Context: an optimization exercise on an open-source flow, tuned for a short achievable clock period and few clock cycles. The choices shown serve that exercise and are no tape-out recipe.
At most, simulation tests tie the RTL to the original design; equivalence was not proved.
The RTL of runs 1 to 6 was laid out without a check of its function.
The clock port is modelled as an ideal driver; clocking choices that lean on that would not hold on a real chip.
Power is estimated from default activity; no workload was simulated.

**flow/config.mk**
```make
export PLATFORM = sky130hd
export DESIGN_NAME = ARMLEG
export DESIGN_NICKNAME = ARMLEG
export VERILOG_FILES = /design/flow/design.v
export SDC_FILE = /design/flow/constraint.sdc
export NUM_CORES = 8
export LEC_CHECK = 0
export CAP_MARGIN = 20
export CORE_MARGIN = 2
export CORE_UTILIZATION = 30
export GPL_TIMING_DRIVEN = 1
export SETUP_SLACK_MARGIN = 5
export SLEW_MARGIN = 20
export SYNTH_HIERARCHICAL = 1
```
**flow/constraint.sdc**
```tcl
create_clock -name core_clock -period 8.0 [get_ports {CLOCK}]
set_input_delay 1.6000 -clock core_clock [delete_from_list [all_inputs] [get_ports {CLOCK}]]
set_output_delay 1.6000 -clock core_clock [all_outputs]
set_load 0.01 [all_outputs]
```
**flow/design.v**
```verilog
module ALU (
	input [63:0] base,
	input [8:0] imm,
	output [63:0] addr
);
	wire [8:0] lp, lg;
	wire [8:0] a1, b1, a2, b2, a3, b3, c;
	genvar i;
	generate
		for (i = 0; i < 9; i = i + 1) begin : lo
			Xor2 cp (base[i], imm[i], lp[i]);
			And2 cg (base[i], imm[i], lg[i]);
			if (i >= 1) PreI c1 (lg[i], lp[i], lg[i-1], lp[i-1], a1[i], b1[i]);
			else begin assign a1[i] = ~lg[i]; assign b1[i] = ~lp[i]; end
			if (i >= 2) PreN c2 (a1[i], b1[i], a1[i-2], b1[i-2], a2[i], b2[i]);
			else begin assign a2[i] = ~a1[i]; assign b2[i] = ~b1[i]; end
			if (i >= 4) PreI c3 (a2[i], b2[i], a2[i-4], b2[i-4], a3[i], b3[i]);
			else begin assign a3[i] = ~a2[i]; assign b3[i] = ~b2[i]; end
			if (i >= 8) GenN c4 (a3[i], b3[i], a3[i-8], c[i]);
			else assign c[i] = ~a3[i];
		end
	endgenerate
	wire [8:0] lo_sum = lp ^ {c[7:0], 1'b0};
	wire c9 = c[8];
	wire [54:0] hi = base[63:9];
	wire [54:0] o0 = hi, z0 = ~hi;
	wire [54:0] o1, z1, o2, z2, o3, z3, o4, z4, o5, z5, o6, z6;
	generate
		for (i = 0; i < 55; i = i + 1) begin : pre
			if (i >= 1) begin AndI ao1 (o0[i], o0[i-1], o1[i]); AndI az1 (z0[i], z0[i-1], z1[i]); end
			else begin assign o1[i] = ~o0[i]; assign z1[i] = ~z0[i]; end
			if (i >= 2) begin AndN ao2 (o1[i], o1[i-2], o2[i]); AndN az2 (z1[i], z1[i-2], z2[i]); end
			else begin assign o2[i] = ~o1[i]; assign z2[i] = ~z1[i]; end
			if (i >= 4) begin AndI ao3 (o2[i], o2[i-4], o3[i]); AndI az3 (z2[i], z2[i-4], z3[i]); end
			else begin assign o3[i] = ~o2[i]; assign z3[i] = ~z2[i]; end
			if (i >= 8) begin AndN ao4 (o3[i], o3[i-8], o4[i]); AndN az4 (z3[i], z3[i-8], z4[i]); end
			else begin assign o4[i] = ~o3[i]; assign z4[i] = ~z3[i]; end
			if (i >= 16) begin AndI ao5 (o4[i], o4[i-16], o5[i]); AndI az5 (z4[i], z4[i-16], z5[i]); end
			else begin assign o5[i] = ~o4[i]; assign z5[i] = ~z4[i]; end
			if (i >= 32) begin AndN ao6 (o5[i], o5[i-32], o6[i]); AndN az6 (z5[i], z5[i-32], z6[i]); end
			else begin assign o6[i] = ~o5[i]; assign z6[i] = ~z5[i]; end
		end
	endgenerate
	wire [54:0] ones = {o6[53:0], 1'b1};
	wire [54:0] zeros = {z6[53:0], 1'b1};
	wire up = c9 & ~imm[8];
	wire down = ~c9 & imm[8];
	assign addr = {hi ^ (({55{up}} & ones) | ({55{down}} & zeros)), lo_sum};
endmodule
module ALUControl (
	input [63:0] a,
	input [63:0] b,       
	input cin,
	input add,
	input and_,
	input orr,
	output z
);
	wire [63:0] p = a ^ b;
	wire [63:0] g = a | b;
	wire [63:0] bad_add = {p[63:1] ^ g[62:0], p[0] ^ cin};
	wire nz_add, nz_and, nz_orr;
	SignExtend t_add (.v(bad_add), .nz(nz_add));
	SignExtend t_and (.v(a & b), .nz(nz_and));
	SignExtend t_orr (.v(g), .nz(nz_orr));
	assign z = (add & ~nz_add) | (and_ & ~nz_and) | (orr & ~nz_orr);
endmodule
module ALUMux (
	input d0,
	input d1,
	input s,
	output y
);
	assign y = s ? d1 : d0;
endmodule
module Adder (
	input [63:0] a,
	input [63:0] b,
	input cin,
	output [63:0] sum,
	output [63:0] sumn
);
	wire [63:0] p, g;
	genvar i;
	generate
		for (i = 0; i < 64; i = i + 1) begin : pg
			Xor2 cp (a[i], b[i], p[i]);
			And2 cg (a[i], b[i], g[i]);
		end
	endgenerate
	wire [63:0] g0 = {g[62:0], cin};
	wire [63:0] p0 = {p[62:0], 1'b0};
	wire [63:0] g1, p1, g2, p2, g3, p3, g4, p4, g5, p5, g6;
	generate
		for (i = 0; i < 64; i = i + 1) begin : l
			if (i >= 1) PreI c1 (g0[i], p0[i], g0[i-1], p0[i-1], g1[i], p1[i]);
			else begin assign g1[i] = ~g0[i]; assign p1[i] = ~p0[i]; end
			if (i >= 2) PreN c2 (g1[i], p1[i], g1[i-2], p1[i-2], g2[i], p2[i]);
			else begin assign g2[i] = ~g1[i]; assign p2[i] = ~p1[i]; end
			if (i >= 4) PreI c3 (g2[i], p2[i], g2[i-4], p2[i-4], g3[i], p3[i]);
			else begin assign g3[i] = ~g2[i]; assign p3[i] = ~p2[i]; end
			if (i >= 8) PreN c4 (g3[i], p3[i], g3[i-8], p3[i-8], g4[i], p4[i]);
			else begin assign g4[i] = ~g3[i]; assign p4[i] = ~p3[i]; end
			if (i >= 16) PreI c5 (g4[i], p4[i], g4[i-16], p4[i-16], g5[i], p5[i]);
			else begin assign g5[i] = ~g4[i]; assign p5[i] = ~p4[i]; end
			if (i >= 32) GenN c6 (g5[i], p5[i], g5[i-32], g6[i]);
			else assign g6[i] = ~g5[i];
		end
	endgenerate
	generate
		for (i = 0; i < 64; i = i + 1) begin : s
			Xor2 cs (p[i], g6[i], sum[i]);
			Xnor2 cn (p[i], g6[i], sumn[i]);
		end
	endgenerate
endmodule
module ControlUnit (
	input [31:0] inst,
	input [9:0] pc,
	input dwr,              
	input [4:0] d_rd,
	input d_zok,            
	input x_wr,
	input [4:0] x_rd,
	input w_wr,
	input [4:0] w_rd,
	input w_z,
	input [30:0] zf,
	output t0,
	output ta,
	output tb,
	output stall,
	output cbz_d,           
	output [9:0] q_t,
	output [9:0] q_nt,
	output [9:0] tgt_cbz
);
	wire isB = inst[31:26] == 6'b000101;
	wire isCBZ = inst[31:24] == 8'hB4;
	wire isLDST = (inst[31:23] == 9'b111110000) & ~inst[21];    
	wire [4:0] rn = inst[9:5];
	wire [4:0] rt = inst[4:0];
	wire rt31 = rt == 5'd31;
	wire eq_dt, eq_xt, eq_wt, eq_dn;
	HazardDetectionUnit c_dt (.a(d_rd), .b(rt), .eq(eq_dt));
	HazardDetectionUnit c_xt (.a(x_rd), .b(rt), .eq(eq_xt));
	HazardDetectionUnit c_wt (.a(w_rd), .b(rt), .eq(eq_wt));
	HazardDetectionUnit c_dn (.a(d_rd), .b(rn), .eq(eq_dn));
	wire xt = dwr & eq_dt;
	wire wt = x_wr & eq_xt;
	wire w2t = w_wr & eq_wt;
	wire zrf = rt31 | zf[rt];
	wire e = rt31 | (~xt & ~wt & (w2t ? w_z : zrf));
	assign t0 = isB | (isCBZ & e);
	assign ta = isCBZ & xt & d_zok;
	assign tb = isCBZ & ~xt & wt;
	assign cbz_d = isCBZ & ~rt31 & xt & ~d_zok;
	assign stall = isLDST & dwr & eq_dn;
	wire [9:0] tgtB, tgtC;
	ProgramCounter add_b (.a(pc), .b(inst[9:0]), .sum(tgtB));
	ProgramCounter add_c (.a(pc), .b(inst[14:5]), .sum(tgtC));
	wire [9:0] seq = pc + 10'd1;
	assign tgt_cbz = tgtC;
	assign q_t = stall ? pc : isB ? tgtB : tgtC;
	assign q_nt = stall ? pc : seq;
endmodule
module DataMemoryMUX (
	input [63:0] a,
	input [63:0] b,
	input add,            
	input sub,
	input and_,
	input orr,
	output z
);
	wire [63:0] p = a ^ b;
	wire [63:0] g = a | b;
	wire [63:0] bad_add = {p[63:1] ^ g[62:0], p[0]};
	wire nz_add, nz_sub, nz_and, nz_orr;
	SignExtend t_add (.v(bad_add), .nz(nz_add));
	SignExtend t_sub (.v(p), .nz(nz_sub));
	SignExtend t_and (.v(a & b), .nz(nz_and));
	SignExtend t_orr (.v(g), .nz(nz_orr));
	assign z = (add & ~nz_add) | (sub & ~nz_sub) | (and_ & ~nz_and) | (orr & ~nz_orr);
endmodule
module EXMEM (
	input CLOCK,
	input d,
	output reg q
);
	always @(posedge CLOCK)
		q <= d;
endmodule
module ForwardingUnitALUMuxA (
	input s0, input [63:0] d0,
	input s1, input [63:0] d1,
	input s2, input [63:0] d2,
	output [63:0] y
);
	wire [63:0] n0, n1, n2;
	genvar i;
	generate
		for (i = 0; i < 64; i = i + 1) begin : b
			AndI c0 (s0, d0[i], n0[i]);
			AndI c1 (s1, d1[i], n1[i]);
			AndI c2 (s2, d2[i], n2[i]);
			Nand3 o (n0[i], n1[i], n2[i], y[i]);
		end
	endgenerate
endmodule
module ForwardingUnitALUMuxB (
	input e0s, input [63:0] e0,
	input e1s, input [63:0] e1,
	input e2s, input [63:0] e2,
	input e3s, input [63:0] e3,
	input l0s, input [63:0] l0,
	input l1s, input [63:0] l1,
	output [63:0] y
);
	genvar i;
	generate
		for (i = 0; i < 64; i = i + 1) begin : b
			wire n0, n1, n2, n3, en, m0, m1;
			AndI c0 (e0s, e0[i], n0);
			AndI c1 (e1s, e1[i], n1);
			AndI c2 (e2s, e2[i], n2);
			AndI c3 (e3s, e3[i], n3);
			And4 ce (n0, n1, n2, n3, en);      
			AndI d0 (l0s, l0[i], m0);
			AndI d1 (l1s, l1[i], m1);
			Nand3 o (en, m0, m1, y[i]);
		end
	endgenerate
endmodule
module HazardDetectionUnit (
	input [4:0] a,
	input [4:0] b,
	output eq
);
	wire [4:0] x;
	genvar i;
	generate
		for (i = 0; i < 5; i = i + 1) begin : bt
			Xnor2 c (a[i], b[i], x[i]);
		end
	endgenerate
	wire n0, n1;
	Nand3 c0 (x[0], x[1], x[2], n0);
	AndI c1 (x[3], x[4], n1);
	Nor2 c2 (n0, n1, eq);
endmodule
module IFID (
	input CLOCK,
	input [9:0] d,
	output reg [9:0] q
);
	always @(posedge CLOCK)
		q <= d;
endmodule
module MEMWB (
	input CLOCK,
	input [63:0] d,
	output reg [63:0] q
);
	always @(posedge CLOCK)
		q <= d;
endmodule
module ProgramCounter (
	input [9:0] a,
	input [9:0] b,
	output [9:0] sum
);
	wire [9:0] p = a ^ b;
	wire [9:0] g = a & b;
	wire [9:0] g1, p1, g2, p2, g3, p3, c;
	genvar i;
	generate
		for (i = 0; i < 10; i = i + 1) begin : l
			if (i >= 1) PreI c1 (g[i], p[i], g[i-1], p[i-1], g1[i], p1[i]);
			else begin assign g1[i] = ~g[i]; assign p1[i] = ~p[i]; end
			if (i >= 2) PreN c2 (g1[i], p1[i], g1[i-2], p1[i-2], g2[i], p2[i]);
			else begin assign g2[i] = ~g1[i]; assign p2[i] = ~p1[i]; end
			if (i >= 4) PreI c3 (g2[i], p2[i], g2[i-4], p2[i-4], g3[i], p3[i]);
			else begin assign g3[i] = ~g2[i]; assign p3[i] = ~p2[i]; end
			if (i >= 8) GenN c4 (g3[i], p3[i], g3[i-8], c[i]);
			else assign c[i] = ~g3[i];
		end
	endgenerate
	assign sum = p ^ {c[8:0], 1'b0};
endmodule
module ProgramCounterMUX (
	input [9:0] q_t,
	input [9:0] q_nt,
	input [9:0] d_tgt,
	input t0,
	input ta,
	input tb,
	input r1,               
	input stall,
	input d_zv,
	input x_zalu,
	input x_isLD,
	input x_ldz,
	output [9:0] pc_next,
	output d_valid_next
);
	wire xz = x_zalu | (x_isLD & x_ldz);
	wire take = t0 | (ta & d_zv) | (tb & xz);
	wire red = r1 & xz;
	assign pc_next = red ? d_tgt : take ? q_t : q_nt;
	assign d_valid_next = ~red & ~stall;
endmodule
module RegisterModule (
	input [31*64-1:0] regs,
	input [4:0] sel,
	output [63:0] q
);
	genvar i, j;
	generate
		for (j = 0; j < 64; j = j + 1) begin : b
			wire [31:0] e;
			for (i = 0; i < 31; i = i + 1) begin : ent
				assign e[i] = regs[i*64 + j];
			end
			assign e[31] = 1'b0;
			wire [7:0] m1;
			for (i = 0; i < 8; i = i + 1) begin : l1
				RegisterMux c (.d(e[4*i+3:4*i]), .s(sel[1:0]), .y(m1[i]));
			end
			wire [1:0] m2;
			for (i = 0; i < 2; i = i + 1) begin : l2
				RegisterMux c (.d(m1[4*i+3:4*i]), .s(sel[3:2]), .y(m2[i]));
			end
			ALUMux l3 (.d0(m2[0]), .d1(m2[1]), .s(sel[4]), .y(q[j]));
		end
	endgenerate
endmodule
module RegisterMux (
	input [3:0] d,
	input [1:0] s,
	output y
);
	assign y = s[1] ? (s[0] ? d[3] : d[2]) : (s[0] ? d[1] : d[0]);
endmodule
module PreI (input g1, input p1, input g0, input p0, output gn, output pn);
	assign gn = ~(g1 | (p1 & g0));
	assign pn = ~(p1 & p0);
endmodule
module PreN (input gn1, input pn1, input gn0, input pn0, output g, output p);
	assign g = ~(gn1 & (pn1 | gn0));
	assign p = ~(pn1 | pn0);
endmodule
module GenI (input g1, input p1, input g0, output gn);
	assign gn = ~(g1 | (p1 & g0));
endmodule
module GenN (input gn1, input pn1, input gn0, output g);
	assign g = ~(gn1 & (pn1 | gn0));
endmodule
module AndI (input a1, input a0, output yn);
	assign yn = ~(a1 & a0);
endmodule
module AndN (input an1, input an0, output y);
	assign y = ~(an1 | an0);
endmodule
module Nand3 (input a, input b, input c, output y);
	assign y = ~(a & b & c);
endmodule
module Xor2 (input a, input b, output y);
	assign y = a ^ b;
endmodule
module Xnor2 (input a, input b, output y);
	assign y = ~(a ^ b);
endmodule
module And2 (input a, input b, output y);
	assign y = a & b;
endmodule
module And4 (input a, input b, input c, input d, output y);
	assign y = a & b & c & d;
endmodule
module Nor2 (input a, input b, output y);
	assign y = ~(a | b);
endmodule
module SignExtend (
	input [63:0] v,
	output nz
);
	wire [31:0] l1;
	wire [15:0] l2;
	wire [7:0] l3;
	wire [3:0] l4;
	wire [1:0] l5;
	genvar i;
	generate
		for (i = 0; i < 32; i = i + 1) begin : a
			AndN c (v[2*i], v[2*i+1], l1[i]);         
		end
		for (i = 0; i < 16; i = i + 1) begin : b
			AndI c (l1[2*i], l1[2*i+1], l2[i]);       
		end
		for (i = 0; i < 8; i = i + 1) begin : c
			AndN c (l2[2*i], l2[2*i+1], l3[i]);
		end
		for (i = 0; i < 4; i = i + 1) begin : d
			AndI c (l3[2*i], l3[2*i+1], l4[i]);
		end
		for (i = 0; i < 2; i = i + 1) begin : e
			AndN c (l4[2*i], l4[2*i+1], l5[i]);
		end
	endgenerate
	AndI f (l5[0], l5[1], nz);
endmodule
module ARMLEG (
	input CLOCK,
	input RESET,
	output [63:0] imem_addr,
	input [31:0] imem_data,
	output [63:0] dmem_addr,
	output [63:0] dmem_wdata,
	output dmem_we,
	output dmem_re,
	input [63:0] dmem_rdata
);
	integer i;
	reg [9:0] pc;
	reg d_valid;
	reg d_isLD, d_isST, d_add, d_sub, d_and, d_orr, d_cbz, d_wr;
	reg [4:0] d_rd;
	reg [63:0] d_vn, d_vb;          
	reg d_xa, d_wa, d_w2a, d_ra;    
	reg d_xb, d_wb, d_w2b, d_rb;    
	reg d_xa_add, d_xa_and, d_xa_orr, d_xa_ld;    
	reg d_xb_and, d_xb_orr, d_xb_ld, d_xb_addp, d_xb_addn;
	reg [8:0] d_imm;
	reg [9:0] d_tgt;
	reg d_zok;
	reg x_isLD, x_isST, x_add, x_and, x_orr, x_sub, x_wr;
	reg [4:0] x_rd;
	reg [63:0] x_a, x_bi, x_addr;     
	wire [63:0] x_wd;                 
	wire x_we, x_re;                  
	wire [9:0] pc_out;                
	reg w_wr, w2_wr;
	reg [4:0] w_rd, w2_rd;
	reg [63:0] w_res, w2_res;
	reg w_z;
	wire [63:0] w_data;    
	reg [30:0] w_we;       
	reg [63:0] rf [0:30];
	reg [30:0] zf;
	wire [63:0] x_sum, x_sumn;
	Adder alu_add (.a(x_a), .b(x_bi), .cin(x_sub), .sum(x_sum), .sumn(x_sumn));
	wire [63:0] x_andv = x_a & x_bi;
	wire [63:0] x_orv = x_a | x_bi;
	wire [63:0] x_out;
	ForwardingUnitALUMuxB mux_x (.e0s(x_isLD), .e0(dmem_rdata), .e1s(x_and), .e1(x_andv), .e2s(x_orr), .e2(x_orv),
		.e3s(1'b0), .e3(64'b0), .l0s(x_add), .l0(x_sum), .l1s(1'b0), .l1(64'b0), .y(x_out));
	wire x_zalu, rdata_nz;
	ALUControl zt_alu (.a(x_a), .b(x_bi), .cin(x_sub), .add(x_add), .and_(x_and), .orr(x_orr), .z(x_zalu));
	SignExtend zt_ld (.v(dmem_rdata), .nz(rdata_nz));
	wire x_ldz = ~rdata_nz;
	wire x_z = x_zalu | (x_isLD & x_ldz);
	assign dmem_addr = x_addr;
	assign dmem_wdata = x_wd;
	assign dmem_we = x_we;
	assign dmem_re = x_re;
	MEMWB w_copy (.CLOCK(CLOCK), .d(x_out), .q(w_data));
	wire [63:0] va, vb;
	ForwardingUnitALUMuxA mux_a (.s0(d_wa), .d0(w_res), .s1(d_w2a), .d1(w2_res), .s2(d_ra), .d2(d_vn), .y(va));
	ForwardingUnitALUMuxA mux_b (.s0(d_wb), .d0(w_res), .s1(d_w2b), .d1(w2_res), .s2(d_rb), .d2(d_vb), .y(vb));
	wire [63:0] sub64 = {64{d_sub}};
	wire [63:0] opa, opbi;
	ForwardingUnitALUMuxB mux_opa (.e0s(d_xa_and), .e0(x_andv), .e1s(d_xa_orr), .e1(x_orv), .e2s(d_xa_ld), .e2(dmem_rdata),
		.e3s(~d_xa), .e3(va), .l0s(d_xa_add), .l0(x_sum), .l1s(1'b0), .l1(64'b0), .y(opa));
	ForwardingUnitALUMuxB mux_opb (.e0s(d_xb_and), .e0(x_andv ^ sub64), .e1s(d_xb_orr), .e1(x_orv ^ sub64),
		.e2s(d_xb_ld), .e2(dmem_rdata ^ sub64), .e3s(~d_xb), .e3(vb ^ sub64),
		.l0s(d_xb_addp), .l0(x_sum), .l1s(d_xb_addn), .l1(x_sumn), .y(opbi));
	MEMWB wd_copy (.CLOCK(CLOCK), .d(opbi), .q(x_wd));    
	wire [63:0] addr, addr_w, addr_w2, addr_rf;
	ALU agu_w (.base(w_res), .imm(d_imm), .addr(addr_w));
	ALU agu_w2 (.base(w2_res), .imm(d_imm), .addr(addr_w2));
	ALU agu_rf (.base(d_vn), .imm(d_imm), .addr(addr_rf));
	ForwardingUnitALUMuxA mux_addr (.s0(d_wa), .d0(addr_w), .s1(d_w2a), .d1(addr_w2), .s2(d_ra), .d2(addr_rf), .y(addr));
	wire d_zv;
	DataMemoryMUX zt_d (.a(d_vn), .b(d_vb), .add(d_add & ~d_sub), .sub(d_sub), .and_(d_and), .orr(d_orr), .z(d_zv));
	assign imem_addr = {52'b0, pc_out, 2'b00};
	wire [31:0] inst = imem_data;
	wire [10:0] op11 = inst[31:21];
	wire f_isB   = inst[31:26] == 6'b000101;
	wire f_isCBZ = inst[31:24] == 8'hB4;
	wire f_isADD = op11 == 11'h458;
	wire f_isSUB = op11 == 11'h658;
	wire f_isAND = op11 == 11'h450;
	wire f_isORR = op11 == 11'h550;
	wire f_isLD  = op11 == 11'h7C2;
	wire f_isST  = op11 == 11'h7C0;
	wire f_isR   = f_isADD | f_isSUB | f_isAND | f_isORR;
	wire [4:0] f_rn = inst[9:5];
	wire [4:0] f_rm = inst[20:16];
	wire [4:0] f_rt = inst[4:0];
	wire [4:0] f_rb = inst[28] ? f_rt : f_rm;
	wire f_rt31 = f_rt == 5'd31;
	wire [31*64-1:0] rf_flat;
	genvar gi;
	generate
		for (gi = 0; gi < 31; gi = gi + 1) begin : rff
			assign rf_flat[gi*64 +: 64] = rf[gi];
		end
	endgenerate
	wire [63:0] f_vn, f_vb;
	RegisterModule rd_n (.regs(rf_flat), .sel(f_rn), .q(f_vn));
	RegisterModule rd_b (.regs(rf_flat), .sel(f_rb), .q(f_vb));
	wire dwr = d_valid & d_wr;
	wire f_xa = dwr & (d_rd == f_rn);
	wire f_wa = x_wr & (x_rd == f_rn);
	wire f_w2a = w_wr & (w_rd == f_rn);
	wire f_xb = dwr & (d_rd == f_rb);
	wire f_wb = x_wr & (x_rd == f_rb);
	wire f_w2b = w_wr & (w_rd == f_rb);
	wire c_t0, c_ta, c_tb, stall, f_cbzD;
	wire [9:0] q_t, q_nt, f_tgtC, pc_next;
	wire dv_next;
	ControlUnit fctl (.inst(inst), .pc(pc), .dwr(dwr), .d_rd(d_rd), .d_zok(d_zok),
		.x_wr(x_wr), .x_rd(x_rd), .w_wr(w_wr), .w_rd(w_rd), .w_z(w_z), .zf(zf),
		.t0(c_t0), .ta(c_ta), .tb(c_tb), .stall(stall), .cbz_d(f_cbzD),
		.q_t(q_t), .q_nt(q_nt), .tgt_cbz(f_tgtC));
	ProgramCounterMUX pc_mux (.q_t(q_t), .q_nt(q_nt), .d_tgt(d_tgt), .t0(c_t0), .ta(c_ta), .tb(c_tb),
		.r1(d_valid & d_cbz), .stall(stall), .d_zv(d_zv), .x_zalu(x_zalu), .x_isLD(x_isLD), .x_ldz(x_ldz),
		.pc_next(pc_next), .d_valid_next(dv_next));
	wire x_ld_next = ~RESET & d_valid & d_isLD;
	wire x_st_next = ~RESET & d_valid & d_isST;
	wire [9:0] pc_d = RESET ? 10'd0 : pc_next;
	EXMEM re_copy (.CLOCK(CLOCK), .d(x_ld_next), .q(x_re));
	EXMEM we_copy (.CLOCK(CLOCK), .d(x_st_next), .q(x_we));
	IFID pc_copy (.CLOCK(CLOCK), .d(pc_d), .q(pc_out));
	always @(posedge CLOCK) begin
		pc <= pc_d;
		d_valid <= ~RESET & dv_next;
		d_isLD <= f_isLD;
		d_isST <= f_isST;
		d_add <= f_isADD | f_isSUB;
		d_sub <= f_isSUB;
		d_and <= f_isAND;
		d_orr <= f_isORR;
		d_cbz <= f_cbzD;
		d_wr <= (f_isR | f_isLD) & ~f_rt31;
		d_rd <= f_rt;
		d_imm <= inst[20:12];
		d_tgt <= f_tgtC;
		d_vn <= f_vn;
		d_vb <= f_vb;
		d_xa <= f_xa;
		d_wa <= f_wa;
		d_w2a <= f_w2a & ~f_wa;
		d_ra <= ~f_wa & ~f_w2a;
		d_xb <= f_xb;
		d_zok <= (f_isR) & ~f_xa & ~f_wa & ~f_w2a & ~f_xb & ~f_wb & ~f_w2b;
		d_xa_add <= f_xa & d_add;
		d_xa_and <= f_xa & d_and;
		d_xa_orr <= f_xa & d_orr;
		d_xa_ld <= f_xa & d_isLD;
		d_xb_and <= f_xb & d_and;
		d_xb_orr <= f_xb & d_orr;
		d_xb_ld <= f_xb & d_isLD;
		d_xb_addp <= f_xb & d_add & ~f_isSUB;
		d_xb_addn <= f_xb & d_add & f_isSUB;
		d_wb <= f_wb;
		d_w2b <= f_w2b & ~f_wb;
		d_rb <= ~f_wb & ~f_w2b;
		x_isLD <= x_ld_next;
		x_isST <= x_st_next;
		if (RESET || !d_valid)
			x_wr <= 1'b0;
		else
			x_wr <= d_wr;
		x_add <= d_add;
		x_sub <= d_sub;
		x_and <= d_and;
		x_orr <= d_orr;
		x_rd <= d_rd;
		x_a <= opa;
		x_bi <= opbi;
		x_addr <= addr;
		w_wr <= ~RESET & x_wr;
		w_rd <= x_rd;
		w_res <= x_out;
		w_z <= x_z;
		w2_wr <= ~RESET & w_wr;
		w2_rd <= w_rd;
		w2_res <= w_res;
		for (i = 0; i < 31; i = i + 1)
			w_we[i] <= ~RESET & x_wr & (x_rd == i);
		for (i = 0; i < 31; i = i + 1)
			if (w_we[i]) begin
				rf[i] <= w_data;
				zf[i] <= w_z;
			end
	end
endmodule
```
**flow/flow/run.sh**
```bash
#!/bin/bash
# Layout flow: the standard synthesis, unchanged, then the standard ORFS
# steps with these settings changed:
#  - ports are buffered with a plain buffer (by default the port buffering
#    picks a delay cell, which the footprint-bound sizing then mostly keeps);
#  - the resizer may swap a cell for one of the same function with another
#    footprint;
#  - CTS ends with a second timing repair pass (flow/extra_repair.tcl).
# Each step's output is kept in a log of its own here.
set -euo pipefail
bash standard.sh synth > synth.log 2>&1
bash standard.sh "BUFFER_PORTS_ARGS=-buffer_cell sky130_fd_sc_hd__buf_6" MATCH_CELL_FOOTPRINT=0 \
	"POST_CTS_TCL=$PWD/flow/extra_repair.tcl" finish > layout.log 2>&1
```
**flow/flow/extra_repair.tcl**
```tcl
# A second timing repair pass at the end of CTS (the first one, ORFS's own,
# often stops with paths it could still improve), then legalize again.
estimate_parasitics -placement
repair_timing_helper
set result [catch { detailed_placement } msg]
if { $result != 0 } {
  error "Detailed placement failed after the extra repair: $msg"
}
check_placement -verbose
estimate_parasitics -placement
report_worst_slack -max
```
**flow/standard.sh**
```bash
#!/bin/bash
# synth_recipe.tcl (not shown) runs the flow's synth.tcl, then flattens the netlist and writes it again
# the make line also repeats each setting of config.mk as NAME=value (left out here)
make -C /OpenROAD-flow-scripts/flow DESIGN_CONFIG=/design/flow/config.mk WORK_HOME=/design/flow/orfs CLKGATE_MAP_FILE= SYNTH_SCRIPT=/design/flow/synth_recipe.tcl "${@:-finish}"
```
==> results.ini, run 1 <==
[status]
outcome = no timing/DRC/antenna violations

[place]
port_buffers = 237
dp_cells = 19200
dp_hpwl_mm = 401
place_congestion = 1.01

[logic_synthesis]
synth.cell_area_um2 = 147000
syn_inst = 11900
yosys_warnings = 11
synth_area_per_cell_um2 = 12.4

[timing]
relSlewSlack = 0.191
whs_ns = 0.359
fin_worst_skew_ns = 0.118
max_freq_mhz = 292
period_share = 0.427
setup_viol = 0
slew_violations = 0
period_needed_ns = 3.42
rsz0062_at_grt = yes
tightest_slew_ns = 1.21
hold_viol_final = 0

[setup_path]
path_max_fanout = 10
startpoint = imem_data[28]
crit_type = primary input to flip-flop
end_kind = flip-flop
crit_arrival_ns = 4.24
cp-start-kind = primary input
r2r-start = d_imm[3]
required_ns = 8.82

[route]
drc = 0
vias_per_cell = 5.48
vias = 110000
dr.pass1.iters = 6
dr.first_iter.drc_count = 15700
final_antenna_net_count = 0
routed_wl_mm = 624
wl_per_cell_um = 31.0

[layout]
final_nets = 13700
mostFrequentLayoutCells = nand2_1, edfxtp_1, mux4_2
nFillCells = 46700
drive_gt1_frac = 0.306
instances_no_fill = 20100
register_area_um2 = 75500
multi_input_area_um2 = 76200
layout.cells.most_common = nand2_1
area_delta_synth_final_pct = 23.8

[pwr]
leakagePower_nw = 63.3
ir_drop_uv = 161
power.density_nw_per_um2 = 223
report.power.total_mw = 40.6

[hold_path]
min_path_type = flip-flop to flip-flop
hold_start = d_add

[floorplan]
die_area_um2 = 497000
initial_core_util = 0.301
die_h_um = 705
core_area_um2 = 490000
boundaryPins = 292
fp.dieW_um = 705
rows = 257

[global_route]
gr-total-overflow = 0
grt_pass1_wl_mm = 846
grt_pass1_vias = 105000
antenna_found_initial = 78
grt_max_degree = 110
track_usage = 0.241

[clock_network]
cts_tree = done
clk_latency_ns = 1.02
clkSinkCount = 2713
clkTransAtPathRegs_ns = 0.07

[job]
cap_viol_max_count = 0

metrics by stage:
| stage | setup slack, ns | utilization | TNS, ns | area, um2 |
|---|---|---|---|---|
| 3_3_place_gp | 2.10 | 0.329 | 0 | 161000 |
| 3_5_place_dp | 2.06 | 0.329 | 0 | 161000 |
| 2_1_floorplan | -9.07 | - | -580.31 | 150000 |
| 6_report | 4.58 | 0.373 | 0 | 183000 |
| 5_1_grt | 4.65 | 0.373 | 0 | 182000 |
sequential cells by signal (all words and copies together) (netlist names), 9 cells and up:
name       cells
rf          1984
d_vb          64
d_vn          64
w2_res        64
w_copy.q      64
w_res         64
wd_copy.q     64
x_a           64
x_addr        64
x_bi          64
w_we          31
zf            31
d_tgt         10
pc            10
pc_copy.q     10
d_imm          9
power by group:
group / leakage (nW) / total, mW / internal, mW / switching (mW)
combinational: 34.1 / 9.24 / 3.80 / 5.44
clock: 4.95 / 14.6 / 8.38 / 6.27
sequential: 24.3 / 16.7 / 15.7 / 1.05
final timing paths:
check	to	slack (ns)	depth (start not counted)
worst min-delay path	x_add	0.36	0
worst max register to register	x_addr[61]	4.78	15
worst max-delay path	d_vb[29]	4.58	9
worst min register to register	x_add	0.36	0
per-layer routing:
| metal | track usage | share of wire | vias to the layer above | wire, um |
|---|---|---|---|---|
| met5 | 0 | 0.00034 | - | 210 |
| met4 | 0.141 | 0.066 | 30 | 41400 |
| met3 | 0.0477 | 0.11 | 1281 | 67900 |
| met2 | 0.360 | 0.44 | 7090 | 272000 |
| met1 | 0.326 | 0.39 | 56100 | 242000 |
| li1 | - | - | 45700 | - |
cell type report:
cell class                 count  area share
multi-input combinational   8896       0.418
sequential                  2713       0.413
timing repair buffer         714      0.0510
clock buffer                 388      0.0452
tap                         6475      0.0444
inverter                     711      0.0158
clock inverter               164      0.0111
antenna                       58    0.000795
timing repair inverter         8    0.000610
critical path: stages:
cell        delay [ns]
buf_16            0.11
mux2i_4           0.26
clkinvlp_4        0.21
buf_16            0.21
buf_16            0.25
clkbuf_16         0.22
mux4_2            0.45
mux4_2            0.48
mux2_4            0.27
==> run 2, diff against run 1 <==
--- a/flow/design.v
+++ b/flow/design.v
@@ -67,10 +67,2 @@
 endmodule
-module ALUMux (
-	input d0,
-	input d1,
-	input s,
-	output y
-);
-	assign y = s ? d1 : d0;
-endmodule
 module Adder (
@@ -317,19 +309,18 @@
 );
-	genvar i, j;
+	wire [4:0] seln;
+	genvar i, k;
 	generate
-		for (j = 0; j < 64; j = j + 1) begin : b
-			wire [31:0] e;
-			for (i = 0; i < 31; i = i + 1) begin : ent
-				assign e[i] = regs[i*64 + j];
-			end
-			assign e[31] = 1'b0;
-			wire [7:0] m1;
-			for (i = 0; i < 8; i = i + 1) begin : l1
-				RegisterMux c (.d(e[4*i+3:4*i]), .s(sel[1:0]), .y(m1[i]));
+		for (i = 0; i < 5; i = i + 1) begin : t1
+			Inv c (sel[i], seln[i]);
+		end
+		for (k = 0; k < 8; k = k + 1) begin : s
+			wire [4:0] sk;
+			for (i = 0; i < 5; i = i + 1) begin : t2
+				Inv c (seln[i], sk[i]);
 			end
-			wire [1:0] m2;
-			for (i = 0; i < 2; i = i + 1) begin : l2
-				RegisterMux c (.d(m1[4*i+3:4*i]), .s(sel[3:2]), .y(m2[i]));
+			wire [31*8-1:0] slice;
+			for (i = 0; i < 31; i = i + 1) begin : r
+				assign slice[i*8 +: 8] = regs[i*64 + k*8 +: 8];
 			end
-			ALUMux l3 (.d0(m2[0]), .d1(m2[1]), .s(sel[4]), .y(q[j]));
+			RegisterMux m (.regs(slice), .sel(sk), .q(q[k*8 +: 8]));
 		end
@@ -338,7 +329,25 @@
 module RegisterMux (
-	input [3:0] d,
-	input [1:0] s,
-	output y
+	input [31*8-1:0] regs,
+	input [4:0] sel,
+	output [7:0] q
 );
-	assign y = s[1] ? (s[0] ? d[3] : d[2]) : (s[0] ? d[1] : d[0]);
+	wire [7:0] e [0:31];
+	genvar i;
+	generate
+		for (i = 0; i < 31; i = i + 1) begin : ent
+			assign e[i] = regs[i*8 +: 8];
+		end
+	endgenerate
+	assign e[31] = 8'b0;
+	wire [7:0] m1 [0:7];
+	wire [7:0] m2 [0:1];
+	generate
+		for (i = 0; i < 8; i = i + 1) begin : l1
+			assign m1[i] = sel[1] ? (sel[0] ? e[4*i+3] : e[4*i+2]) : (sel[0] ? e[4*i+1] : e[4*i]);
+		end
+		for (i = 0; i < 2; i = i + 1) begin : l2
+			assign m2[i] = sel[3] ? (sel[2] ? m1[4*i+3] : m1[4*i+2]) : (sel[2] ? m1[4*i+1] : m1[4*i]);
+		end
+	endgenerate
+	assign q = sel[4] ? m2[1] : m2[0];
 endmodule
@@ -382,2 +391,5 @@
 endmodule
+module Inv (input a, output y);
+	assign y = ~a;
+endmodule
 module SignExtend (
==> run 2 against run 1 <==
Net effect: still clean on timing, DRC and antenna; largest cell class unchanged; clock-buffer cell count up 24; global-route usage is essentially flat; clock power up 3%; synthesized area rose by 3.0%.
==> results.ini, run 2 <==
[floorplan]
die_h_um = 715
rows = 261
core_area_um2 = 505000
fp.dieW_um = 715
boundaryPins = 292
die_area_um2 = 512000
initial_core_util = 0.301

[timing]
fin_worst_skew_ns = 0.121
period_share = 0.396
max_freq_mhz = 316
slew_violations = 0
fin_ws_ns = 4.83
tightest_slew_ns = 1.21
period_needed_ns = 3.17
setup_viol = 0
final.setup.tns_ns = 0
relSlewSlack = 0.194
rsz0062_at_grt = yes
hold_viol_final = 0

[pwr]
ir_drop_uv = 191
power.density_nw_per_um2 = 220
leakagePower_nw = 67.2
report.power.total_mw = 40.7

[route]
dr.first_iter.drc_count = 14600
drc = 0
final_antenna_net_count = 0
vias = 121000
wl_per_cell_um = 28.8
dr.pass1.iters = 8
vias_per_cell = 5.40
routed_wl_mm = 647

[global_route]
gr-total-overflow = 0
grt_pass1_vias = 116000
grt_pass1_wl_mm = 886
grt_max_degree = 131
track_usage = 0.241
antenna_found_initial = 54

[layout]
largest_register_ffs = 1984
layout.cells.most_common = nand2_1
drive_gt1_frac = 0.228
area_delta_synth_final_pct = 21.9
utilization = 0.367
mostFrequentLayoutCells = nand2_1, edfxtp_1, mux2i_1
instances_no_fill = 22500
largest-register = rf
final_nets = 15800

[setup_path]
crit_slowest_cell = dfxtp_4
cp.buffers_inverters = 1
crit_type = flip-flop to primary output
slowest_delay_ns = 0.43
path_max_fanout = 1
cp-start-kind = flip-flop
path_cells = buf_6
critPathTopFamily = flip-flops
crit_arrival_ns = 1.57
end_kind = primary output
r2r_slack_ns = 4.88
cp.depth = 1
reg2reg_depth = 14
required_ns = 6.40

[place]
dp_cells = 21500
dp_hpwl_mm = 458
dpl_worst_slack_ns = 2.60
port_buffers = 237
place_congestion = 1.03

[clock_network]
cts_tree = done
clkSinkCount = 2713
clk_latency_ns = 1.04
clkTransAtPathRegs_ns = 0.06

[logic_synthesis]
synth_area_per_cell_um2 = 10.4
synth.cell_area_um2 = 152000
syn_inst = 14600
yosys_warnings = 12

[status]
outcome = no timing/DRC/antenna violations

[job]
cap_viol_max_count = 0

[hold_path]
hold_depth = 0
min_path_type = flip-flop to flip-flop

## run 2: layout make-up
cell class	count	area [um2]
diodes	34	85.1
clock buffers	412	8600
clock inverters	170	2030
fillers	49600	319000
inverters	929	4130
multi-input cells	10800	77900
flip-flops and latches	2713	75700
well taps	6706	8390
repair buffers	731	8050
repair inverters	10	124
## run 2: per-stage QoR
stage | hold slack [ns] | instance area (um2)
after floorplan | 0.331 | 154000
after global placement | 0.336 | 163000
after detailed placement | 0.340 | 163000
after global routing | 0.358 | 185000
final | 0.348 | 185000
## run 2: report_power, final
part	internal (mW)	switching [mW]
Combinational	3.37	5.72
Clock	8.65	6.37
Sequential	15.7	0.937
Total	27.7	13.0
## run 2: worst paths after layout
check | to | startpoint
hold reg to reg | x_add | d_add
setup / recovery | dmem_wdata[51] | wd_copy.q[51]
setup reg to reg | x_addr[62] | w2_res[3]
hold / removal | x_add | d_add
## run 2: routing by layer
layer	up-vias	global-route usage	share of wire	routed length (um)
li1	53100	-	-	-
met1	60300	0.321	0.40	261000
met2	6573	0.365	0.43	280000
met3	1243	0.0471	0.095	61600
met4	14	0.139	0.069	44400
met5	-	0	0.00014	90
==> run 3, diff against run 2 <==
--- a/flow/design.v
+++ b/flow/design.v
@@ -465,5 +465,7 @@
 	wire [63:0] x_orv = x_a | x_bi;
-	wire [63:0] x_out;
+	wire [63:0] x_out, x_out2;
 	ForwardingUnitALUMuxB mux_x (.e0s(x_isLD), .e0(dmem_rdata), .e1s(x_and), .e1(x_andv), .e2s(x_orr), .e2(x_orv),
 		.e3s(1'b0), .e3(64'b0), .l0s(x_add), .l0(x_sum), .l1s(1'b0), .l1(64'b0), .y(x_out));
+	ForwardingUnitALUMuxB mux_x2 (.e0s(x_isLD), .e0(dmem_rdata), .e1s(x_and), .e1(x_andv), .e2s(x_orr), .e2(x_orv),
+		.e3s(1'b0), .e3(64'b0), .l0s(x_add), .l0(x_sum), .l1s(1'b0), .l1(64'b0), .y(x_out2));
 	wire x_zalu, rdata_nz;
@@ -477,3 +479,3 @@
 	assign dmem_re = x_re;
-	MEMWB w_copy (.CLOCK(CLOCK), .d(x_out), .q(w_data));
+	MEMWB w_copy (.CLOCK(CLOCK), .d(x_out2), .q(w_data));
 	wire [63:0] va, vb;
==> run 3 against run 2 <==
Net effect: still clean on timing, DRC and antenna; fmax grew 0.36%; worst hold slack got worse by 0.0062 ns; clock skew fell by 0.026 ns; highest routed layer unchanged.
==> results.ini, run 3 <==
[clock_network]
clk_latency_ns = 1.04
clkTransAtPathRegs_ns = 0.06
cts_tree = done
clkSinkCount = 2713

[route]
wl_per_cell_um = 28.4
routed_wl_mm = 664
dr.pass1.iters = 9
dr.first_iter.drc_count = 16100
final_antenna_net_count = 0
vias = 126000
vias_per_cell = 5.39
drc = 0

[setup_path]
required_ns = 8.86
end_kind = flip-flop
crit_type = flip-flop to flip-flop
crit_arrival_ns = 4.01
r2r_slack_ns = 4.85
cp-start-kind = flip-flop
path_max_fanout = 5

[pwr]
power.density_nw_per_um2 = 217
leakagePower_nw = 68.9
ir_drop_uv = 156
report.power.total_mw = 41.1

[place]
post_dp_cell_area_um2 = 166000
dp_hpwl_mm = 463
port_buffers = 237
place_congestion = 1.02

[global_route]
grt_pass1_vias = 119000
grt_pass1_wl_mm = 906
track_usage = 0.243
gr-total-overflow = 0
grt_max_degree = 129
antenna_found_initial = 61

[timing]
tightest_slew_ns = 1.21
final.setup.tns_ns = 0
fin_worst_skew_ns = 0.0959
period_needed_ns = 3.15
rsz0062_at_grt = yes
relSlewSlack = 0.194
whs_ns = 0.342
slew_violations = 0
setup_viol = 0
hold_viol_final = 0
period_share = 0.394
max_freq_mhz = 317

[floorplan]
die_h_um = 721
die_area_um2 = 519000
initial_core_util = 0.301
fp.dieW_um = 721
boundaryPins = 292
core_area_um2 = 512000
rows = 263

[layout]
final_nets = 16700
drive_gt1_frac = 0.228
largest-register = rf
nFillCells = 50300
layout.cells.most_common = nand2_1
mostFrequentLayoutCells = nand2_1, edfxtp_1, mux2i_1
final_area_um2 = 190000
largest_register_ffs = 1984
utilization = 0.370
area_delta_synth_final_pct = 23.1

[logic_synthesis]
syn_inst = 15100
synth.cell_area_um2 = 154000
synth_area_per_cell_um2 = 10.2
yosys_warnings = 12

[job]
cap_viol_max_count = 0

[status]
outcome = no timing/DRC/antenna violations

[hold_path]
min_path_type = flip-flop to flip-flop

run 3: where the power goes:
group	switching, mW	leakage (nW)	internal (mW)
combinational	6.14	39.6	3.64
sequential	0.959	24.3	15.7
clock	6.31	5.04	8.42
total	13.4	68.9	27.7
run 3: path summary, 6_finish.rpt:
kind | startpoint | endpoint | cells after the start
worst max register to register | d_vb[31] | pc_copy.q[6] | 16
worst min register to register | d_add | x_add | 0
worst min-delay path | d_add | x_add | 0
worst max-delay path | d_vb[31] | pc_copy.q[6] | 16
run 3: per-layer routing:
layer	routed length, um	track usage	vias up
met4	38100	0.118	22
met3	70900	0.0575	1241
met2	285000	0.365	6986
met5	378	0	-
met1	269000	0.327	62700
li1	-	-	55200
run 3: layout make-up:
class	count	area [um2]	share of cell area
multi-input combinational	11500	81800	0.431
sequential	2713	75800	0.400
timing repair buffer	829	8960	0.0473
clock buffer	438	8760	0.0462
tap	6757	8450	0.0446
inverter	929	4080	0.0215
clock inverter	147	1630	0.00862
antenna	45	113	0.000594
timing repair inverter	5	62.6	0.000330
run 3: critical path, stage by stage (launching register included):
cell and delay [ns]:
dfxtp_4 0.42, inv_1 0.10, ha_4 0.17, inv_1 0.05
nor2_1 0.05, nand2_1 0.08, nor2_1 0.05, nand2_1 0.35
nor2_1 0.10, nand2_1 0.08, nand2b_1 0.14, o2111ai_4 0.30
a221oi_4 0.46, buf_6 0.21, mux2i_2 0.23, a21oi_1 0.08
nor2b_2 0.16
run 3: metrics by stage:
step / cells / worst slack, ns
3_3_place_gp: 22400 / 2.88
5_1_grt: 23400 / 4.79
3_5_place_dp: 22400 / 2.82
6_report: 23400 / 4.85
2_1_floorplan: 15800 / 4.55
==> run 4, diff against run 3 <==
--- a/flow/config.mk
+++ b/flow/config.mk
@@ -7,3 +7,3 @@
 export LEC_CHECK = 0
-export CAP_MARGIN = 20
+export CAP_MARGIN = 50
 export CORE_MARGIN = 2
==> run 4 against run 3 <==
Net effect: still clean on timing, DRC and antenna; synthesized area is the same; final area rose by 1.3%; sequential share of layout area decreased by 0.56 points; core utilization is 0.49 points higher; first-iteration DRC count shrank 0.96%; non-clock buffer count grew 125; sequential power hardly changed; combinational power is 2% higher; total power increased by 1.7%; sequential cell count is the same; worst hold slack improved by 0.00071 ns; register-to-register slack about the same; highest routed layer unchanged.
==> results.ini, run 4 <==
[status]
outcome = no timing/DRC/antenna violations

[clock_network]
cts_tree = done
clkSinkCount = 2713
clkTransAtPathRegs_ns = 0.06
clk_latency_ns = 1.03

[timing]
fin_worst_skew_ns = 0.0923
slew_violations = 0
relSlewSlack = 0.182
rsz0062_at_grt = yes
tightest_slew_ns = 1.23
hold_viol_final = 0
final.setup.tns_ns = 0
period_share = 0.395
period_needed_ns = 3.16
setup_viol = 0
max_freq_mhz = 316
fin_ws_ns = 4.84

[setup_path]
crit_arrival_ns = 4.02
crit_slowest_cell = dfxtp_4
crit_path_frequent_cell = nor2_1
required_ns = 8.86
slowest_delay_ns = 0.37
critPathTopFamily = simple AND/OR/NAND/NOR gates
r2r-start = x_a[21]
reg2reg_to = pc_copy.q[6]
cp-start-kind = flip-flop
r2r_slack_ns = 4.84
end_kind = flip-flop
startpoint = x_a[21]
crit_type = flip-flop to flip-flop
reg2reg_depth = 15
path_cells = buf_4 -> ha_1 -> nor2_1 -> nand2_1 -> nor2_1 -> nand2_2 -> nor2_1 -> nand2_1 -> o221ai_4 -> a21o_4 -> a221oi_4 -> buf_6 -> mux2i_2 -> a21oi_1 -> nor2b_2
path_max_fanout = 5
cp.buffers_inverters = 2

[route]
drc = 0
dr.first_iter.drc_count = 16000
vias = 126000
dr.pass1.iters = 6
wl_per_cell_um = 28.2
final_antenna_net_count = 0
vias_per_cell = 5.38
routed_wl_mm = 661

[layout]
final_nets = 16800
largest-register = rf
register_area_um2 = 75700
final_area_um2 = 192000
area_delta_synth_final_pct = 24.7
nFillCells = 50100
layout.cells.most_common = nand2_1
mostFrequentLayoutCells = nand2_1, edfxtp_1, mux2i_1
utilization = 0.375
largest_register_ffs = 1984
multi_input_area_um2 = 81500
drive_gt1_frac = 0.231

[hold_path]
hold_depth = 0
min_to = x_add
hold_start = d_add
min_path_type = flip-flop to flip-flop

[logic_synthesis]
synth_area_per_cell_um2 = 10.2
syn_inst = 15100
yosys_warnings = 12
synth.cell_area_um2 = 154000

[floorplan]
core_area_um2 = 512000
die_h_um = 721
boundaryPins = 292
die_area_um2 = 519000
rows = 263
initial_core_util = 0.301
fp.dieW_um = 721

[global_route]
gr-total-overflow = 0
track_usage = 0.242
grt_pass1_wl_mm = 906
antenna_found_initial = 74
grt_max_degree = 129
grt_pass1_vias = 119000

[pwr]
power.density_nw_per_um2 = 218
ir_drop_uv = 152
leakagePower_nw = 70.2

[place]
dpl_worst_slack_ns = 3.01
place_congestion = 1.02
port_buffers = 237
post_dp_cell_area_um2 = 169000
dp_hpwl_mm = 477

[job]
cap_viol_max_count = 0

[run 4: area by class of cell]
type,instances,share of cell area
Multi-Input combinational cell,11500,0.424
Sequential cell,2713,0.394
Timing Repair Buffer,954,0.0599
Clock buffer,421,0.0453
Tap cell,6757,0.0440
Inverter,929,0.0205
Clock inverter,165,0.0114
Antenna cell,34,0.000443
Timing Repair inverter,2,0.000143
[run 4: power by group]
group          leakage (nW)  switching [mW]  internal (mW)
combinational          40.6            6.24           3.71
clock                  5.28            6.44           8.95
sequential             24.3           0.840           15.7
total                  70.2            13.5           28.3
[run 4: per-stage QoR]
stage / cells / hold slack [ns] / total power, mW
3_3_place_gp: 22400 / 0.333 / 24.7
2_1_floorplan: 15800 / 0.331 / 21.4
6_report: 23500 / 0.342 / 41.9
3_5_place_dp: 22600 / 0.335 / 24.8
5_1_grt: 23500 / 0.347 / 43.0
[run 4: worst reg2reg max path, stage by stage (launching register included)]
cell	delay (ns)
dfxtp_4	0.37
buf_4	0.14
ha_1	0.19
nor2_1	0.13
nand2_1	0.08
nor2_1	0.24
nand2_2	0.22
nor2_1	0.16
nand2_1	0.23
o221ai_4	0.33
a21o_4	0.26
a221oi_4	0.12
buf_6	0.19
mux2i_2	0.18
a21oi_1	0.07
nor2b_2	0.15
[run 4: routing by layer]
layer  part of all wire  global-route usage  vias up  wire (um)
li1                   -                   -    55400          -
met1               0.41               0.328    62800     268000
met2               0.44               0.368     6957     288000
met3               0.10              0.0496     1191      68200
met4              0.056               0.118       24      37000
met5            0.00028                   0        -        182
[run 4: how the worst max path moves through the flow]
stage / to / slack, ns / depth (start not counted)
detailed placement: d_vn[59] / 3.01 / 9
global route: pc_copy.q[7] / 4.83 / 17
global placement: d_vb[22] / 2.88 / 10
finish: pc_copy.q[6] / 4.84 / 15
floorplan: pc[0] / 4.55 / 10
==> run 5, diff against run 4 <==
--- a/flow/config.mk
+++ b/flow/config.mk
@@ -7,3 +7,3 @@
 export LEC_CHECK = 0
-export CAP_MARGIN = 50
+export CAP_MARGIN = 20
 export CORE_MARGIN = 2
@@ -11,2 +11,3 @@
 export GPL_TIMING_DRIVEN = 1
+export PLACE_DENSITY = 0.55
 export SETUP_SLACK_MARGIN = 5
==> run 5 against run 4 <==
Net effect: still clean on timing, DRC and antenna; clock skew decreased by 0.015 ns; final cell count down 0.81%; register-to-register slack barely moved; clock-buffer cell count shrank 12; sequential share of layout area rose by 0.85 points; clock power hardly changed; synthesized cell count unchanged; worst setup slack lost 0.18 ns; core utilization fell by 0.75 points; global-route usage up 0.25 points; critical path type is now flip-flop to primary output; largest cell class unchanged; largest power group unchanged.
==> results.ini, run 5 <==
[status]
outcome = no timing/DRC/antenna violations

[logic_synthesis]
synth.cell_area_um2 = 154000
syn_inst = 15100
yosys_warnings = 12
synth_area_per_cell_um2 = 10.2

[layout]
mostFrequentLayoutCells = nand2_1, edfxtp_1, mux2i_1
largest_register_ffs = 1984
final_nets = 16600
nFillCells = 50400
area_delta_synth_final_pct = 22.2
largest-register = rf
utilization = 0.367
drive_gt1_frac = 0.220
final_area_um2 = 188000
layout.cells.most_common = nand2_1

[timing]
setup_viol = 0
hold_viol_final = 0
period_share = 0.417
fin_ws_ns = 4.66
period_needed_ns = 3.34
tightest_slew_ns = 1.17
max_freq_mhz = 300
final.setup.tns_ns = 0
fin_worst_skew_ns = 0.0774
slew_violations = 0
rsz0062_at_grt = yes
relSlewSlack = 0.222

[floorplan]
rows = 263
initial_core_util = 0.301
fp.dieW_um = 721
die_area_um2 = 519000
die_h_um = 721
core_area_um2 = 512000
boundaryPins = 292

[hold_path]
hold_depth = 1
hold_start = d_isST
min_to = we_copy.q
min_path_type = flip-flop to flip-flop

[job]
cap_viol_max_count = 0

[route]
vias_per_cell = 5.35
wl_per_cell_um = 28.4
final_antenna_net_count = 0
dr.pass1.iters = 6
vias = 125000
routed_wl_mm = 662
dr.first_iter.drc_count = 14400
drc = 0

[place]
place_congestion = 1.02
dp_hpwl_mm = 473
post_dp_cell_area_um2 = 166000
dpl_worst_slack_ns = 2.81
port_buffers = 237

[clock_network]
clkSinkCount = 2713
clkTransAtPathRegs_ns = 0.06
cts_tree = done
clk_latency_ns = 1.01

[global_route]
grt_pass1_vias = 119000
grt_max_degree = 100
gr-total-overflow = 0
antenna_found_initial = 87
track_usage = 0.244
grt_pass1_wl_mm = 912

[setup_path]
cp.buffers_inverters = 1
path_cells = buf_6
end_kind = primary output
path_max_fanout = 1
r2r-start = x_a[2]
slowest_delay_ns = 0.53
critPathTopFamily = flip-flops
crit_type = flip-flop to primary output
reg2reg_depth = 13
required_ns = 6.40
r2r_slack_ns = 4.83
cp-start-kind = flip-flop
crit_arrival_ns = 1.74
crit_slowest_cell = dfxtp_4
cp.depth = 1
reg2reg_to = w_copy.q[27]

[pwr]
leakagePower_nw = 68.3
report.power.total_mw = 41.5
ir_drop_uv = 181
power.density_nw_per_um2 = 220

run 5: cell count changes in the layout (fill, tap and decap cells not counted), sizes merged:
cell,previous run,this run
buf,915,709
clkbuf,460,420
diode,34,64
clkinvlp,25,42
clkinv,111,122
inv,923,921
bufinv,37,36
run 5: per-stage QoR:
stage | cells | hold WS (ns)
2_1_floorplan | 15800 | 0.331
6_report | 23300 | 0.439
3_3_place_gp | 22400 | 0.447
3_5_place_dp | 22400 | 0.446
5_1_grt | 23300 | 0.455
run 5: how the worst max path moves through the flow:
| stage | to | start | slack, ns |
|---|---|---|---|
| 5_1_grt | dmem_addr[41] | x_addr[41] | 4.68 |
| 3_3_place_gp | d_vn[34] | imem_data[6] | 2.34 |
| 3_5_place_dp | d_vb[35] | imem_data[28] | 2.81 |
| 6_report | dmem_addr[29] | x_addr[29] | 4.66 |
| 2_1_floorplan | pc[0] | imem_data[0] | 4.55 |
run 5: layout make-up:
class	count	area, um2	area share
multi-input combinational	11500	81200	0.431
sequential	2713	75800	0.402
clock buffer	409	8770	0.0466
tap	6757	8450	0.0449
timing repair buffer	720	7730	0.0411
inverter	929	4080	0.0216
clock inverter	185	2060	0.0110
antenna	64	160	0.000851
timing repair inverter	7	78.8	0.000419
run 5: routing by layer:
metal,global-route usage,share of wire
met2,0.372,0.43
met1,0.333,0.42
met4,0.112,0.053
met3,0.0521,0.096
met5,0,0.00033
run 5: where the power goes:
part | leakage (nW) | internal, mW | switching (mW)
combinational | 38.7 | 3.48 | 6.00
sequential | 24.3 | 15.7 | 1.03
clock | 5.28 | 8.94 | 6.38
==> run 6, diff against run 5 <==
--- a/flow/config.mk
+++ b/flow/config.mk
@@ -9,5 +9,4 @@
 export CORE_MARGIN = 2
-export CORE_UTILIZATION = 30
+export CORE_UTILIZATION = 35
 export GPL_TIMING_DRIVEN = 1
-export PLACE_DENSITY = 0.55
 export SETUP_SLACK_MARGIN = 5
==> run 6 against run 5 <==
Net effect: sequential cell count unchanged; fmax increased by 7.2%; synthesized cell count is the same; sequential share of layout area grew 0.36 points; highest routed layer unchanged; largest cell class unchanged.
==> results.ini, run 6 <==
[status]
outcome = no timing/DRC/antenna violations

[clock_network]
clkTransAtPathRegs_ns = 0.06
clk_latency_ns = 0.99
cts_tree = done
clkSinkCount = 2713

[timing]
hold_viol_final = 0
slew_violations = 0
relSlewSlack = 0.242
rsz0062_at_grt = yes
period_share = 0.389
whs_ns = 0.365
setup_viol = 0
max_freq_mhz = 321
final.setup.tns_ns = 0
period_needed_ns = 3.12
fin_worst_skew_ns = 0.0782
tightest_slew_ns = 1.14

[logic_synthesis]
synth.cell_area_um2 = 154000
yosys_warnings = 12
syn_inst = 15100
synth_area_per_cell_um2 = 10.2

[layout]
area_delta_synth_final_pct = 20.9
utilization = 0.425
layout.cells.most_common = nand2_1
register_area_um2 = 75700
nFillCells = 41500
largest_register_ffs = 1984
largest-register = rf
multi_input_area_um2 = 80900
mostFrequentLayoutCells = nand2_1, edfxtp_1, mux2i_1
drive_gt1_frac = 0.212
final_nets = 16500

[floorplan]
die_area_um2 = 446000
core_area_um2 = 438000
die_h_um = 667
initial_core_util = 0.352
boundaryPins = 292
rows = 243
fp.dieW_um = 667

[place]
place_congestion = 1.05
port_buffers = 237
dp_hpwl_mm = 457

[route]
wl_per_cell_um = 28.6
dr.pass1.iters = 6
vias_per_cell = 5.56
drc = 0
wl_met3_mm = 61.9
routed_wl_mm = 641
dr_wl_met2_mm = 283
dr.first_iter.drc_count = 15100
final_antenna_net_count = 0
top_layer_used = met5
vias = 124000
drt-met1-wl_mm = 258

[global_route]
grt_max_degree = 75
grt_pass1_vias = 118000
antenna_found_initial = 62
grt_pass1_wl_mm = 885
gr-total-overflow = 0
track_usage = 0.276

[setup_path]
startpoint = d_imm[3]
crit_type = flip-flop to flip-flop
cp-start-kind = flip-flop
end_kind = flip-flop
required_ns = 8.74
reg2reg_to = x_addr[57]
r2r-start = d_imm[3]
endpoint = x_addr[57]
reg2reg_depth = 14
r2r_slack_ns = 4.88
crit_arrival_ns = 3.86
path_max_fanout = 17

[job]
cap_viol_max_count = 0

[pwr]
power.density_nw_per_um2 = 219
ir_drop_uv = 198
leakagePower_nw = 67.9

[hold_path]
min_path_type = flip-flop to flip-flop
hold_depth = 0

[run 6: layout make-up]
| class | instances | area share |
|---|---|---|
| diodes | 72 | 0.000967 |
| clock inverters | 147 | 0.00833 |
| multi-input cells | 11500 | 0.434 |
| well taps | 5880 | 0.0395 |
| repair buffers | 682 | 0.0407 |
| clock buffers | 434 | 0.0476 |
| repair inverters | 7 | 0.000349 |
| flip-flops and latches | 2713 | 0.406 |
| inverters | 929 | 0.0222 |
[run 6: how the worst min path moves through the flow]
stage	from	end	slack, ns
3_5_place_dp	d_add	x_add	0.35
6_report	d_add	x_add	0.37
2_1_floorplan	d_add	x_add	0.33
3_3_place_gp	d_add	x_add	0.34
5_1_grt	d_add	x_add	0.37
[run 6: power breakdown]
group,total [mW],internal [mW],switching (mW)
combinational,9.36,3.46,5.90
sequential,16.7,15.7,1.00
clock,14.7,8.53,6.19
[run 6: worst max-delay path, stage by stage, from the launching register on]
cell and delay (ns):
dfxtp_4 0.45, buf_4 0.17, xor2_4 0.19, nand2_2 0.10, nor2_2 0.17, nand2_1 0.12, o21ai_4 0.18, buf_12 0.14
inv_1 0.06, ha_4 0.20, buf_12 0.17, a22oi_2 0.42, xnor2_1 0.15, nand2_1 0.15, nand3_4 0.20
[run 6: routing by layer]
metal / vias up / GRT usage
met5: - / 0
met4: 24 / 0.144
met3: 1284 / 0.0590
met2: 6456 / 0.424
met1: 61700 / 0.365
li1: 54900 / -
[run 6: stage by stage]
stage	cell area, um2	setup WS (ns)	total power [mW]	cells
after global routing	186000	4.86	42.0	22400
after detailed placement	165000	2.88	24.6	21500
after global placement	165000	2.72	24.6	21500
after floorplan	157000	4.55	21.4	15800
final	186000	4.88	40.7	22400
==> run 7, diff against run 6 <==
--- a/flow/design.v
+++ b/flow/design.v
@@ -58,8 +58,16 @@
 );
-	wire [63:0] p = a ^ b;
-	wire [63:0] g = a | b;
-	wire [63:0] bad_add = {p[63:1] ^ g[62:0], p[0] ^ cin};
+	wire [63:0] p, g, an, bad_add;
+	genvar i;
+	generate
+		for (i = 0; i < 64; i = i + 1) begin : bt
+			Xor2 cp (a[i], b[i], p[i]);
+			Or2 cg (a[i], b[i], g[i]);
+			And2 ca (a[i], b[i], an[i]);
+			if (i == 0) Xor2 cb (p[i], cin, bad_add[i]);
+			else Xor2 cb (p[i], g[i-1], bad_add[i]);
+		end
+	endgenerate
 	wire nz_add, nz_and, nz_orr;
 	SignExtend t_add (.v(bad_add), .nz(nz_add));
-	SignExtend t_and (.v(a & b), .nz(nz_and));
+	SignExtend t_and (.v(an), .nz(nz_and));
 	SignExtend t_orr (.v(g), .nz(nz_orr));
@@ -167,5 +175,13 @@
 );
-	wire [63:0] p = a ^ b;
-	wire [63:0] g = a | b;
-	wire [63:0] bad_add = {p[63:1] ^ g[62:0], p[0]};
+	wire [63:0] p, g, an, bad_add;
+	genvar i;
+	generate
+		for (i = 0; i < 64; i = i + 1) begin : bt
+			Xor2 cp (a[i], b[i], p[i]);
+			Or2 cg (a[i], b[i], g[i]);
+			And2 ca (a[i], b[i], an[i]);
+			if (i == 0) assign bad_add[i] = p[i];
+			else Xor2 cb (p[i], g[i-1], bad_add[i]);
+		end
+	endgenerate
 	wire nz_add, nz_sub, nz_and, nz_orr;
@@ -173,3 +189,3 @@
 	SignExtend t_sub (.v(p), .nz(nz_sub));
-	SignExtend t_and (.v(a & b), .nz(nz_and));
+	SignExtend t_and (.v(an), .nz(nz_and));
 	SignExtend t_orr (.v(g), .nz(nz_orr));
@@ -394,2 +410,5 @@
 endmodule
+module Or2 (input a, input b, output y);
+	assign y = a | b;
+endmodule
 module SignExtend (
@@ -539,3 +558,3 @@
 		.q_t(q_t), .q_nt(q_nt), .tgt_cbz(f_tgtC));
-	ProgramCounterMUX pc_mux (.q_t(q_t), .q_nt(q_nt), .d_tgt(d_tgt), .t0(c_t0), .ta(c_ta), .tb(c_tb),
+	ProgramCounterMUX pc_mux (.q_t(q_t & {10{~RESET}}), .q_nt(q_nt & {10{~RESET}}), .d_tgt(d_tgt & {10{~RESET}}), .t0(c_t0), .ta(c_ta), .tb(c_tb),
 		.r1(d_valid & d_cbz), .stall(stall), .d_zv(d_zv), .x_zalu(x_zalu), .x_isLD(x_isLD), .x_ldz(x_ldz),
@@ -544,3 +563,3 @@
 	wire x_st_next = ~RESET & d_valid & d_isST;
-	wire [9:0] pc_d = RESET ? 10'd0 : pc_next;
+	wire [9:0] pc_d = pc_next;    
 	EXMEM re_copy (.CLOCK(CLOCK), .d(x_ld_next), .q(x_re));
==> run 7 against run 6 <==
Net effect: final area decreased by 1.2%; still clean on timing, DRC and antenna; synthesized cell count decreased by 1.5%; largest power group unchanged; sequential share of layout area increased by 0.32 points; global-route usage increased by 0.26 points; via count decreased by 0.45%; non-clock buffer count increased by 3; highest routed layer unchanged; clock skew increased by 0.0092 ns; clock power about the same; total power decreased by 0.75%; first-iteration DRC count increased by 1.6%.
==> results.ini, run 7 <==
[status]
outcome = no timing/DRC/antenna violations

[floorplan]
initial_core_util = 0.351
core_area_um2 = 434000
fp.dieW_um = 664
die_area_um2 = 440000
rows = 242
boundaryPins = 292
die_h_um = 664

[pwr]
sequentialPowerShare = 0.417
switching_power_mw = 13.0
swShare = 0.321
leakagePower_nw = 65.7
p_comb_frac = 0.217
p_clk_frac = 0.366
power.density_nw_per_um2 = 220
p_int_mw = 27.4
ir_drop_uv = 162

[setup_path]
cp.buffers_inverters = 1
reg2reg_depth = 15
slowest_delay_ns = 0.44
crit_type = flip-flop to primary output
cp.depth = 1
end_kind = primary output
crit_arrival_ns = 1.57
cp-start-kind = flip-flop
critPathTopFamily = flip-flops
path_cells = buf_6
path_max_fanout = 1
crit_slowest_cell = dfxtp_4
required_ns = 6.40

[route]
dr_wl_met2_mm = 285
vias = 124000
vias_per_cell = 5.64
top_layer_used = met5
drt-met1-wl_mm = 257
drc = 0
wl_met3_mm = 62.4
wl_per_cell_um = 29.4
routed_wl_mm = 645
dr.pass1.iters = 8
dr.first_iter.drc_count = 15300
final_antenna_net_count = 0

[global_route]
gr-total-overflow = 0
grt_pass1_vias = 118000
track_usage = 0.279
grt_max_degree = 113
antenna_found_initial = 74
grt_pass1_wl_mm = 888

[timing]
tightest_slew_ns = 1.12
max_freq_mhz = 316
relSlewSlack = 0.255
period_needed_ns = 3.17
final.setup.tns_ns = 0
rsz0062_at_grt = yes
fin_worst_skew_ns = 0.0874
hold_viol_final = 0
whs_ns = 0.336
slew_violations = 0
setup_viol = 0
period_share = 0.396

[clock_network]
clk_latency_ns = 0.99
cts_tree = done
clkTransAtPathRegs_ns = 0.07
clkSinkCount = 2713

[layout]
final_nets = 16100
drive_gt1_frac = 0.208
instances_no_fill = 22000
layout.cells.most_common = nand2_1
area_delta_synth_final_pct = 20.8
largest-register = rf
largest_register_ffs = 1984
mostFrequentLayoutCells = nand2_1, edfxtp_1, mux2i_1

[hold_path]
hold_depth = 0
min_path_type = flip-flop to flip-flop

[logic_synthesis]
synth.cell_area_um2 = 152000
yosys_warnings = 12
synth_area_per_cell_um2 = 10.2
syn_inst = 14900

[place]
port_buffers = 237
dp_hpwl_mm = 453
place_congestion = 1.02
dp_cells = 21100

[job]
cap_viol_max_count = 0

[run 7: final timing paths]
check | slack, ns | startpoint | to
setup / recovery | 4.83 | wd_copy.q[56] | dmem_wdata[56]
hold reg to reg | 0.34 | d_add | x_add
hold / removal | 0.34 | d_add | x_add
setup reg to reg | 4.90 | d_imm[4] | x_addr[22]
[run 7: final cells by class]
cell class	count	area, um2
Timing Repair inverter	9	88.8
Multi-Input combinational cell	11700	80200
Tap cell	5734	7170
Antenna cell	42	105
Sequential cell	2713	75300
Timing Repair Buffer	685	8180
Clock inverter	155	1850
Clock buffer	405	8510
Inverter	545	2560
Fill cell	41100	250000
[run 7: metrics by stage]
stage                     area, um2  power [mW]  setup slack [ns]   util
after floorplan              155000        21.3              4.67      -
after global placement       163000        24.3              2.43  0.375
after detailed placement     163000        24.3              2.36  0.375
after global routing         184000        41.6              4.82  0.424
final                        184000        40.4              4.83  0.424
[run 7: power groups by stage]
| stage | clock network [mW] | logic [mW] | registers [mW] |
|---|---|---|---|
| after floorplan | 0 | 4.90 | 16.4 |
| after global placement | 0 | 7.39 | 17.0 |
| after detailed placement | 0 | 7.38 | 17.0 |
| after global routing | 15.5 | 9.23 | 16.9 |
| final | 14.8 | 8.79 | 16.8 |
[run 7: layer usage]
metal / vias up / global-route usage
met5: - / 0
met1: 61200 / 0.369
met2: 6773 / 0.431
met4: 24 / 0.148
li1: 54400 / -
met3: 1364 / 0.0534
Testbench counts of run 7, summed over its fixed seeds: cycles 121,605.

## afterwards: timing with drivers on the ports
The results above use ideal ports. As a check the final layouts listed here were re-extracted and re-timed, cells and wires unchanged.
Step 1, drivers: a clkbuf_16 drives CLOCK and a buf_2 each remaining input, both assumed.
Step 2 also shifts input and output timing later by t, the mid clock arrival at the registers, as if the neighbouring blocks saw the same clock.
Slacks: ideal ports / drivers / drivers and shift; pairs: ideal ports / drivers.
run	t, ns	slack for setup (ns)	slew at the worst register clock pin (ns)
run 1	1.082	4.581 / 4.531 / 3.449	0.08 / 0.08
run 2	1.089	4.835 / 4.721 / 3.887	0.07 / 0.07
run 3	1.099	4.846 / 4.738 / 3.816	0.07 / 0.07
run 4	1.101	4.839 / 4.732 / 3.838	0.07 / 0.07
run 5	1.092	4.661 / 4.539 / 3.776	0.07 / 0.07
run 6	1.072	4.884 / 4.856 / 3.903	0.07 / 0.07
run 7	1.055	4.834 / 4.731 / 3.932	0.07 / 0.07
After both steps every run listed still meets setup and hold. The setup slack of run 1, which loses most, moves by -0.050 ns with the drivers and by -1.132 ns with both steps.
